Context: an optimization exercise on an open-source flow, tuned for small area. The choices shown serve that exercise and are no tape-out recipe.
In this exercise RTL edits were held to simulation tests only and were not proved equivalent to the original.
Power is estimated from default activity; no workload was simulated.

**flow/config.mk**
```make
export PLATFORM = sky130hd
export DESIGN_NAME = top
export DESIGN_NICKNAME = top
export VERILOG_FILES = /design/flow/design.v
export SDC_FILE = /design/flow/constraint.sdc
export NUM_CORES = 4
export LEC_CHECK = 0
export CAP_MARGIN = 20
export CORE_MARGIN = 2
export CORE_UTILIZATION = 40
export PLACE_DENSITY = 0.6
export SLEW_MARGIN = 20
```
**flow/constraint.sdc**
```tcl
create_clock -name core_clock -period 10.0 [get_ports {clk}]
set_input_delay 2.0000 -clock core_clock [delete_from_list [all_inputs] [get_ports {clk}]]
set_output_delay 2.0000 -clock core_clock [all_outputs]
set_load 0.01 [all_outputs]
```
**flow/design.v**
```verilog
module clk_div_4 (
  input     wire clk,
  input     wire rst,
  output    wire clk_div_4,      
  output    wire mclk_rise,      
  output    wire mclk_fall       
);
  reg [1:0] div_cnt;
  always @(posedge clk, posedge rst) begin
    if (rst) begin
      div_cnt <= 2'b00;
    end else begin
      div_cnt <= div_cnt + 2'b01;
    end
  end
  assign clk_div_4 = div_cnt[1];
  assign mclk_rise = (div_cnt == 2'b01);
  assign mclk_fall = (div_cnt == 2'b11);
endmodule
module word_clk #( 
  parameter DIVCLK = 256
) (
  input         clk,
  input         rst,
  input         mclk_rise,
  output reg    word_clk,
  output wire   word_rise        
);
  localparam bit_width = $clog2(DIVCLK);  
  reg [bit_width :0] word_count;
  assign word_rise = mclk_rise && (word_count == DIVCLK/2-1);
  always @(posedge clk, posedge rst) begin
    if (rst) begin
      word_count <= 0;
      word_clk   <= 1'b0;
    end else if (mclk_rise) begin
      word_count <= word_count + 1'b1;
      if (word_count == DIVCLK-1) begin 
        word_count <= 0;
        word_clk <= 1'b0;
      end else if (word_count == DIVCLK/2-1) begin 
        word_clk <= 1'b1;
      end
    end
  end
endmodule
module data_adc (
  input     wire     clk,
  input     wire     rst,
  input     wire     mclk_rise,
  input     wire     data_in_i1,   
  input     wire     data_in_u1,
  input     wire     data_in_i2,   
  input     wire     data_in_u2,
  input     wire     data_in_i3,   
  input     wire     data_in_u3,
  output    reg      mdat_i1,       
  output    reg      mdat_u1,
  output    reg      mdat_i2,       
  output    reg      mdat_u2, 
  output    reg      mdat_i3,       
  output    reg      mdat_u3     
);
  always @(posedge clk, posedge rst) begin
    if(rst) begin
      mdat_i1 <= 0;
      mdat_u1 <= 0;  
      mdat_i2 <= 0;
      mdat_u2 <= 0;
      mdat_i3 <= 0;
      mdat_u3 <= 0;
    end else if (mclk_rise) begin  
      mdat_i1 <= data_in_i1;
      mdat_u1 <= data_in_u1;  
      mdat_i2 <= data_in_i2;
      mdat_u2 <= data_in_u2;
      mdat_i3 <= data_in_i3;
      mdat_u3 <= data_in_u3;  
    end
  end
endmodule
module filter_sinc3 #(
  parameter WIDTH = 16,
  parameter dec_rate = 256,
  parameter REG_BIT_WIDTH = 37                        
) (
  input                       clk,
  input                       rst,
  input                       mclk_fall,              
  input                       word_rise,              
  input                       mdata1,                 
  output reg [WIDTH - 1: 0]   DATA                    
);
   reg [REG_BIT_WIDTH - 1:0] ip_data1;
   reg [REG_BIT_WIDTH - 1:0] acc1;
   reg [REG_BIT_WIDTH - 1:0] acc2;
   reg [REG_BIT_WIDTH - 1:0] acc3;
   reg [REG_BIT_WIDTH - 1:0] acc3_d2;
   reg [REG_BIT_WIDTH - 1:0] diff1;
   reg [REG_BIT_WIDTH - 1:0] diff2;
   reg [REG_BIT_WIDTH - 1:0] diff3;
   reg [REG_BIT_WIDTH - 1:0] diff1_d;
   reg [REG_BIT_WIDTH - 1:0] diff2_d;
  always @( mdata1 ) begin
    if (mdata1 == 0) begin
	    ip_data1 = 37'd0;
	 end else begin
	    ip_data1 = 37'd1;
    end
  end
  always @( posedge clk, posedge  rst) begin
    if (rst) begin
       acc1    <= 0;
       acc2    <= 0;
       acc3    <= 0;
    end else if (mclk_fall) begin
      acc1 <= acc1 + ip_data1;
      acc2 <= acc2 + acc1;
      acc3 <= acc3 + acc2;
    end
  end
  always @( posedge clk, posedge rst ) begin
    if (rst) begin
       acc3_d2 <= 0;
       diff1   <= 0;
       diff2   <= 0;
       diff3   <= 0;
       diff1_d <= 0;
       diff2_d <= 0;
    end else if (word_rise) begin
      diff1 <= acc3 - acc3_d2;
	    diff2 <= diff1 - diff1_d;
	    diff3 <= diff2 - diff2_d;
	    acc3_d2 <= acc3; 
	    diff1_d <= diff1;
	    diff2_d <= diff2;
    end
  end
  always @ ( posedge clk, posedge rst ) begin
    if (rst) begin
      DATA <= 0;
    end else if (word_rise) begin
    case ( dec_rate )
      16'd32:   DATA <= (diff3[15:0]  == 16'h8000)  ? 16'hFFFF : {diff3[14:0], 1'b0};
      16'd64:   DATA <= (diff3[18:2]  == 17'h10000) ? 16'hFFFF : diff3[17:2];
      16'd128:  DATA <= (diff3[21:5]  == 17'h10000) ? 16'hFFFF : diff3[20:5];
      16'd256:  DATA <= (diff3[24:8]  == 17'h10000) ? 16'hFFFF : diff3[23:8];
      16'd512:  DATA <= (diff3[27:11] == 17'h10000) ? 16'hFFFF : diff3[26:11];
      16'd1024: DATA <= (diff3[30:14] == 17'h10000) ? 16'hFFFF : diff3[29:14];
      16'd2048: DATA <= (diff3[33:17] == 17'h10000) ? 16'hFFFF : diff3[32:17];
      16'd4096: DATA <= (diff3[36:20] == 17'h10000) ? 16'hFFFF : diff3[35:20];
      default:  DATA <= (diff3[24:8]  == 17'h10000) ? 16'hFFFF : diff3[23:8];
    endcase
    end
  end
endmodule
module top #(
  parameter WIDTH = 16 
  ) (
    input    clk,                
    input    rst,
    input    data_in_i1,         
    input    data_in_u1,         
    input    data_in_i2,         
    input    data_in_u2,         
    input    data_in_i3,         
    input    data_in_u3,         
    output   mclkin,             
    output   word_clk,           
    output   [WIDTH - 1 :0]  data_i1,
    output   [WIDTH - 1 :0]  data_u1,
    output   [WIDTH - 1 :0]  data_i2,
    output   [WIDTH - 1 :0]  data_u2,
    output   [WIDTH - 1 :0]  data_i3,
    output   [WIDTH - 1 :0]  data_u3
);
  wire      mdat_i1;
  wire      mdat_u1;
  wire      mdat_i2;
  wire      mdat_u2;
  wire      mdat_i3;
  wire      mdat_u3;
  wire      mclk_rise;
  wire      mclk_fall;
  wire      word_rise;
  clk_div_4 gen_mclkin (
    .clk(clk),
    .rst(rst),
    .clk_div_4(mclkin),
    .mclk_rise(mclk_rise),
    .mclk_fall(mclk_fall)
  );
  word_clk gen_word_clk (
  .clk(clk),
  .rst(rst),
  .mclk_rise(mclk_rise),
  .word_clk(word_clk),
  .word_rise(word_rise)
  );
  data_adc SIGMA_DELTA_DATA (
  .clk(clk),
  .rst(rst),
  .mclk_rise(mclk_rise),
  .data_in_i1(data_in_i1),
  .data_in_u1(data_in_u1),
  .data_in_i2(data_in_i2),
  .data_in_u2(data_in_u2),
  .data_in_i3(data_in_i3),
  .data_in_u3(data_in_u3),
  .mdat_i1(mdat_i1),
  .mdat_u1(mdat_u1),
  .mdat_i2(mdat_i2),
  .mdat_u2(mdat_u2),
  .mdat_i3(mdat_i3),
  .mdat_u3(mdat_u3)
  );
  filter_sinc3 data_filter_I1 (
  .clk(clk),
  .rst(rst),
  .mclk_fall(mclk_fall),
  .word_rise(word_rise),
  .mdata1(mdat_i1),
  .DATA(data_i1)
  );
  filter_sinc3 data_filter_U1 (
  .clk(clk),
  .rst(rst),
  .mclk_fall(mclk_fall),
  .word_rise(word_rise),
  .mdata1(mdat_u1),
  .DATA(data_u1)
  );
  filter_sinc3 data_filter_I2 (
  .clk(clk),
  .rst(rst),
  .mclk_fall(mclk_fall),
  .word_rise(word_rise),
  .mdata1(mdat_i2),
  .DATA(data_i2)
  );
  filter_sinc3 data_filter_U2 (
  .clk(clk),
  .rst(rst),
  .mclk_fall(mclk_fall),
  .word_rise(word_rise),
  .mdata1(mdat_u2),
  .DATA(data_u2)
  );
  filter_sinc3 data_filter_I3 (
  .clk(clk),
  .rst(rst),
  .mclk_fall(mclk_fall),
  .word_rise(word_rise),
  .mdata1(mdat_i3),
  .DATA(data_i3)
  );
  filter_sinc3 data_filter_U3 (
  .clk(clk),
  .rst(rst),
  .mclk_fall(mclk_fall),
  .word_rise(word_rise),
  .mdata1(mdat_u3),
  .DATA(data_u3)
  );
endmodule
```
**flow/run.sh**
```bash
#!/bin/bash
# synth_recipe.tcl (not shown) runs the flow's synth.tcl, then flattens the netlist and writes it again
# the make line also repeats each setting of config.mk as NAME=value (left out here)
make -C /OpenROAD-flow-scripts/flow DESIGN_CONFIG=/design/flow/config.mk WORK_HOME=/design/flow/orfs CLKGATE_MAP_FILE= SYNTH_SCRIPT=/design/flow/synth_recipe.tcl finish
```
==> results.txt <==
[per-stage QoR]
| stage | utilization [%] | hold slack [ps] | area [um^2] |
|---|---|---|---|
| global route | 44.8 | 492 | 92600 |
| CTS | 44.7 | 471 | 92600 |
| global placement | 42.1 | 450 | 87000 |
| finish | 44.8 | 466 | 92600 |
| floorplan | - | 423 | 83100 |
| detailed placement | 42.1 | 456 | 87000 |
[cell families (layout without fill, tap and decap cells)]
family | Yosys count | after routing | share of synthesized area, %
compound gates | 2421 | 2421 | 18.0
simple gates | 2358 | 2358 | 12.7
flops | 1416 | 1416 | 42.6
buf+inv | 869 | 1041 | 3.93
fa+ha+maj | 753 | 753 | 11.6
xor+xnor | 724 | 724 | 7.63
mux | 259 | 259 | 3.50
other cells | 0 | 1 | 0
[layer usage]
metal | GRT usage, % | routed length [um] | part of all wire [%] | vias up
li1 | - | - | - | 31000
met1 | 20.7 | 78800 | 48 | 28400
met5 | 0 | 0 | 0 | -
met4 | 4.58 | 3920 | 2.4 | 0
met2 | 26.3 | 75900 | 46 | 673
met3 | 2.15 | 4670 | 2.9 | 262
[cell usage in the layout (no fill, tap or decap), drive strengths merged, types with 24 or more instances in the layout]
cell	netlist	routed
dfrtp	1416	1416
nor2	369	369
o21ai	1019	1019
and3	76	76
o21a	73	73
a31oi	60	60
xor2	265	265
nand2b	78	78
clkdlybuf4s50	0	105
xnor2	459	459
a211oi	50	50
nand3	152	152
mux2	251	251
fa	24	24
clkbuf	250	235
o31ai	71	71
o21bai	68	68
ha	729	729
buf	19	41
o41ai	27	27
inv	600	605
a21boi	24	24
nor2b	86	86
a21oi	466	466
o22a	98	98
or3	32	32
a21o	244	244
o211ai	36	36
and2	25	25
nor3	118	118
clkinv	0	39
nand2	1222	1222
nand4	85	85
[worst max path at each step]
| stage | startpoint | end | slack [ps] | cells after the start |
|---|---|---|---|---|
| floorplan | rst | SIGMA_DELTA_DATA.mdat_i1 | -11600 | 1 |
| CTS | data_filter_U2.DATA[0] | data_u2[0] | 5680 | 1 |
| global placement | rst | data_filter_I3.DATA[5] | 5590 | 4 |
| detailed placement | rst | data_filter_I3.DATA[3] | 5570 | 4 |
| finish | data_filter_U2.DATA[0] | data_u2[0] | 5880 | 1 |
| global route | data_filter_I2.acc3[0] | data_filter_I2.diff1[24] | 5740 | 15 |
[cell type report]
class	instances	area share [%]
Multi-Input combinational cell	6515	48.0
Clock buffer	235	5.21
Timing Repair Buffer	146	1.64
Sequential cell	1416	38.3
Inverter	600	2.44
Tap cell	2704	3.65
Clock inverter	60	0.745
Antenna cell	1	0.00270
[power by group]
group / switching [uW] / total [uW] / internal, uW
Sequential: 304 / 6270 / 5970
Combinational: 1790 / 3400 / 1620
Clock: 2410 / 6070 / 3660
Total: 4500 / 15700 / 11200
==> summary.md <==
| Metric | Value |
|---|---|
| Clock root buffer | clkbuf_16 |
| Chip Height | 460 um |
| Final nets | 9602 |
| Pwr/cell area | 170 mW/mm^2 |
| RSZ-0062 raised after global routing | false |
| Initial antenna violation count | 6 |
| Slew HR | 29.8% |
| Synthesis Warnings | 4 |
| Worst EP required | 8000 ps |
| Tightest Pin Transition | 1050 ps |
| PortBufs | 105 |
| Max stage delay cell, worst path | clkdlybuf4s50_1 |
| Worst hold stages | 2 |
| Setup TNS | 0 ps |
| Worst reg2reg endpoint | data_filter_I2.diff1[24] |
| F_max | 243 MHz |
| Worst Skew | 42.3 ps |
| Critical Path AT | 2120 ps |
| Drt wl/cell | 14.0 um |
| Main synth FF type | dfrtp_1 |
| Max Slew Vio Count | 0 |
| CP Max Fanout | 2 |
| Multi-input gate area | 0.0445 mm^2 |
| Critical path endpoint category | output pin |
| Die Area | 0.211 mm^2 |
| Hpwl dp | 116000 um |
| Grt total ovfl | 0 |
| Fin crit share | 41.2% |
| Register area share after synthesis | 42.6% |
| Drt drc | 0 |
| Die width | 460 um |
| Area of the mapped netlist | 0.0831 mm^2 |
| Layout cells sized above 1 | 7.08% |
| Clk buf depth | 3 |
| Starting DRT DRC Count | 3098 |
| Max incr delay on CP | 800 ps |
| Row cnt | 167 |
| Drt total wl | 163000 um |
| CTS H-tree lvls | 4 |
| Reg clk slew, reported paths | 60 ps |
| Routability Congestion | 0.843 |
| Total Power | 15700 uW |
| Worst hold path endpoint | data_filter_U1.diff2_d[0] |
| Fraction of registers with async set/reset | 100% |
| Post-CTS Hold Fix Bufs | 0 |
| Count leader, synth | dfrtp_1 |
| Pre-CTS WS | 5570 ps |
| Postcts setup bufs | 0 |
| Post-synth EDFFs | 0 |
| Cells after synthesis | 8800 |
| Syn nets | 9561 |
| Pleak | 0.0436 uW |
| Cell chain of the critical path | clkdlybuf4s50_1 |
| Core ar. | 0.207 mm^2 |
| # IOs | 106 |
| Post-route setup slack | 5880 ps |
| Critical path launch point type | register |
| Worst hold start | data_filter_U1.diff2_d[0] |
| Tmin final | 4120 ps |
| CP Class | register to output pin |
| Peak supply drop | 0.160 mV |
| Synth top area share | 42.6% |
| Min-Delay Path Class | register to register |
| First-pass GRT wire length | 285000 um |
| Routed via count | 60.3k |
| Via-to-Cell Ratio | 5.17 |
| Number of placed cells counting well taps | 11.4k |
| FF+latch area | 0.0354 mm^2 |
| FF-to-FF path depth | 15 |
| Reg2Reg Setup Slack | 6100 ps |
| Mapped Avg Cell Area | 9.44 um^2 |
| DRT Pass-1 Iters | 8 |
| Most area-hungry cell type in the Yosys netlist | dfrtp_1 |
| All-Layer GR Usage | 15.6% |
| Synth cell types | 86 |
| Later-pin clock latency in the skew report | 820 ps |
| Number of fill cells in the layout | 19.7k |
| Largest net degree at the start of global routing | 236 |
| CTS Sinks | 1416 |
| Max-Cap Viols | 0 |
| Final Hold Viols | 0 |
| Post-synth top cells | dfrtp_1, nand2_1, o21ai_0, ha_1, inv_1 |
| Worst Path Buf+Inv | 1 |
| Delay-heaviest family, CP | buffers and inverters |
| Clock buffer count from CTS | 162 |
| Post-Layout Cell Count | 11.7k |
| Reg-to-Reg Start | data_filter_I2.acc3[0] |
| Vias in the first global route | 59.6k |
| Layout area overhead | 11.4% |
| Top cells by area, synth | dfrtp_1, ha_1, o21ai_0 |
| CTS tree | built |
| # setup viols final | 0 |
| Post-synthesis sequential element count | 1416 |
| PostCTS Resize Cnt | 0 |
| Effective utilization at floorplan | 40.2% |
| Remaining antenna violation count | 0 |
| Status | finished clean |

[afterwards: timing with drivers on the ports]
No port has a modelled driver above. Below, the same layout with a new extraction and two added sets of constraints. Step 1 (the two cells are an assumption about what drives the block):
set clk [get_ports {clk}]
set_driving_cell -lib_cell sky130_fd_sc_hd__clkbuf_16 $clk
set_driving_cell -lib_cell sky130_fd_sc_hd__buf_2 [delete_from_list [all_inputs] $clk]
Step 2 times the ports against the registers' clock, not the clock port: input delays grow and output delays shrink by t, the midpoint of the rising clock arrivals with the driver on. Slacks: no drivers / after step 1 / after step 2; pairs: no drivers / after step 1.
t (ns): 0.891
slack for setup (ns): 5.879 / 5.785 / 5.770
hold slack, ns: 0.466 / 0.466 / 0.466
After both steps setup and hold are still met in this run. For this run, drivers alone change the setup slack by -0.094 ns; drivers and shift together by -0.109 ns. The worst setup slack also covers recovery checks on asynchronous resets.
